From an optimization exercise on the open Yosys and OpenROAD flow, aimed at small area and a short achievable clock period; shortcuts taken in it are not production practice.
At most, simulation tests tie the RTL to the original design; equivalence was not proved.
Power and IR drop assume default switching activity.

// opstack
module opstack(clk, num, op, x, qtop);
  input clk, num, op;
  input [15:0] x;
  output [15:0] qtop;
  wire [15:0] qnext, d;
  wire push, pop;
  alu alu0(.a(qtop), .b(qnext), .f(x[4:0]), .x(x), .push(num), .op(op), .s(d));
  stack stack0(clk, push, pop, d, qtop, qnext);
  assign push=num;
  assign pop=op&~x[4];
endmodule
Size in the first run: ~1000 cells after synthesis, about 8700 µm² of cells after synthesis.
==> module alu, before the edit <==
module alu(a, b, f, x, push, op, s);
  input [15:0] a, b;
  input [4:0] f;
  input [15:0] x;
  input push, op;
  output [15:0] s;
  wire f_add  = (f == 5'b00000);
  wire f_sub  = (f == 5'b00001);
  wire f_mul  = (f == 5'b00010);
  wire f_shl  = (f == 5'b00011);
  wire f_shr  = (f == 5'b00100);
  wire f_band = (f == 5'b00101);
  wire f_bor  = (f == 5'b00110);
  wire f_bxor = (f == 5'b00111);
  wire f_and  = (f == 5'b01000);
  wire f_or   = (f == 5'b01001);
  wire f_eq   = (f == 5'b01010);
  wire f_ne   = (f == 5'b01011);
  wire f_ge   = (f == 5'b01100);
  wire f_le   = (f == 5'b01101);
  wire f_gt   = (f == 5'b01110);
  wire f_lt   = (f == 5'b01111);
  wire f_neg  = (f == 5'b10000);
  wire f_bnot = (f == 5'b10001);
  wire f_not  = (f == 5'b10010);
  wire [15:0] e, ba, bo, bna;
  eqv16 eqv0(.a(a), .b(b), .e(e));
  lgc16 lgc0(.a(a), .b(b), .ba(ba), .bo(bo), .bna(bna));
  wire eq = &e;
  wire ge_u;                           
  cmp16 cmp0(.g(bna), .p(e), .c(ge_u));
  wire lt = (b[15] ^ a[15]) ? b[15] : ~ge_u;
  wire anz = |a, bnz = |b;
  wire bit0 = (f_and & anz & bnz) | (f_or & (anz | bnz)) | (f_eq & eq) |
              (f_ne & ~eq) | (f_ge & ~lt) | (f_le & (lt | eq)) |
              (f_gt & ~(lt | eq)) | (f_lt & lt) | (f_not & ~anz);
  wire big = |a[15:4];
  wire [15:0] br;
  genvar i;
  generate for (i = 0; i < 16; i = i + 1) begin : g_rev
    assign br[i] = b[15 - i];
  end endgenerate
  wire [15:0] bs = f[2] ? br : b;
  wire [15:0] sh = bs << a[3:0];
  wire [15:0] shr;
  generate for (i = 0; i < 16; i = i + 1) begin : g_rev2
    assign shr[i] = sh[15 - i];
  end endgenerate
  wire [15:0] nra, nrb;
  mul_rows mul0(.a(a), .b(b), .nra(nra), .nrb(nrb));
  wire opv  = ~push & op;
  wire hold = ~push & ~op;
  wire s_mul = opv & f_mul;
  wire s_b   = opv & (f_add | f_sub);
  wire s_ap  = opv & f_add;
  wire s_an  = opv & (f_sub | f_neg | f_bnot);
  wire s_and = opv & f_band;
  wire s_or  = opv & f_bor;
  wire s_xor = opv & f_bxor;
  wire s_shl = opv & f_shl & ~big;
  wire s_shr = opv & f_shr & ~big;
  wire s_cmp = opv;
  wire ci    = opv & (f_sub | f_neg);
  wire [15:0] lo = ({16{push}} & x) | ({16{hold}} & a) | ({16{s_b}} & b) |
                   ({16{s_and}} & ba) | ({16{s_or}} & bo) |
                   ({16{s_xor}} & ~e) | ({16{s_shl}} & sh) |
                   ({16{s_shr}} & shr) | {15'd0, s_cmp & bit0};
  wire [15:0] vo = ({16{s_ap}} & a) | ({16{s_an}} & ~a);
  wire [15:0] u, v;
  rowsel rsu(.s(s_mul), .n(nra), .o(lo), .y(u));
  rowsel rsv(.s(s_mul), .n({nrb[15:1], 1'b1}), .o(vo), .y(v));
  add16 add0(.u(u), .v(v), .ci(ci), .s(s));
endmodule
==> module rowsel, before the edit <==
module rowsel(s, n, o, y);
  input s;
  input [15:0] n, o;
  output [15:0] y;
  assign y = ({16{s}} & ~n) | o;
endmodule
export LEC_CHECK = 0
export CAP_MARGIN = 20
export CORE_MARGIN = 2
export CORE_UTILIZATION = 40
export CTS_BUF_LIST = sky130_fd_sc_hd__clkbuf_4 sky130_fd_sc_hd__clkbuf_8
export SETUP_SLACK_MARGIN = 2.5
export SLEW_MARGIN = 20
export SYNTH_HIERARCHICAL = 1
create_clock -name core_clock -period 7.0 [get_ports {clk}]
run.sh (not shown) runs the stock make flow with config.mk's settings and CLKGATE_MAP_FILE= SYNTH_SCRIPT=/design/flow/synth_recipe.tcl, a recipe that flattens the netlist after the stock synthesis.
The first run completed without violations.
Next try:
--- a/flow/design.v
+++ b/flow/design.v
@@ -37,13 +37,13 @@
   wire big = |a[15:4];
   wire [15:0] br;
   genvar i;
   generate for (i = 0; i < 16; i = i + 1) begin : g_rev
     assign br[i] = b[15 - i];
   end endgenerate
-  wire [15:0] bs = f[2] ? br : b;
+  wire [15:0] bs = f_shr ? br : b;
   wire [15:0] sh = bs << a[3:0];
   wire [15:0] shr;
   generate for (i = 0; i < 16; i = i + 1) begin : g_rev2
     assign shr[i] = sh[15 - i];
   end endgenerate
   wire [15:0] nra, nrb;
@@ -62,24 +62,16 @@
   wire s_cmp = opv;
   wire ci    = opv & (f_sub | f_neg);
   wire [15:0] lo = ({16{push}} & x) | ({16{hold}} & a) | ({16{s_b}} & b) |
                    ({16{s_and}} & ba) | ({16{s_or}} & bo) |
                    ({16{s_xor}} & ~e) | ({16{s_shl}} & sh) |
                    ({16{s_shr}} & shr) | {15'd0, s_cmp & bit0};
-  wire [15:0] vo = ({16{s_ap}} & a) | ({16{s_an}} & ~a);
-  wire [15:0] u, v;
-  rowsel rsu(.s(s_mul), .n(nra), .o(lo), .y(u));
-  rowsel rsv(.s(s_mul), .n({nrb[15:1], 1'b1}), .o(vo), .y(v));
+  wire [15:0] u = ({16{s_mul}} & ~nra) | lo;
+  wire [15:0] v = ({16{s_mul}} & {~nrb[15:1], 1'b0}) | ({16{s_ap}} & a) | ({16{s_an}} & ~a);
   add16 add0(.u(u), .v(v), .ci(ci), .s(s));
 endmodule
-module rowsel(s, n, o, y);
-  input s;
-  input [15:0] n, o;
-  output [15:0] y;
-  assign y = ({16{s}} & ~n) | o;
-endmodule
 module eqv16(a, b, e);
   input [15:0] a, b;
   output [15:0] e;
   assign e = ~(b ^ a);
 endmodule
 module lgc16(a, b, ba, bo, bna);
Effect:
- setup slack got worse by 0.28 ns
- final cell count went up slightly
- register-to-register slack got worse by 0.34 ns
- count of clock-buffer cells in the layout does not change
- core utilization went down by 0.19 points
- total power went down slightly
- synthesized area hardly moves
- routed wire length went up by roughly a tenth
- critical path depth went down by 1
- die area hardly moves
- fmax went down by a few percent
Function not checked in the second run of this note: the RTL went through the layout flow alone.

## static timing again, ports no longer ideal
No port has a modelled driver above. Below, the same layouts with a new extraction and two added sets of constraints.
Step 1 sets driving cells, clkbuf_16 on the clock port and buf_2 on the other inputs (assumed; they add their load-dependent delay and slew).
Step 2, shift: input delay + t, output delay - t, t = (earliest + latest rising clock arrival at the registers) / 2. This alone moves slack from input paths to output paths.
Slacks: no drivers / after step 1 / after step 2; pairs: no drivers / after step 1.
run	t, ns	setup slack, ns	worst register clock-pin slew, ns
the first run	0.392	2.534 / 2.491 / 2.099	0.08 / 0.08
the second run	0.406	2.250 / 2.252 / 1.846	0.10 / 0.10
After both steps every run listed still meets setup and hold. The setup slack of the first run, which loses most, moves by -0.043 ns with the drivers and by -0.435 ns with both steps.
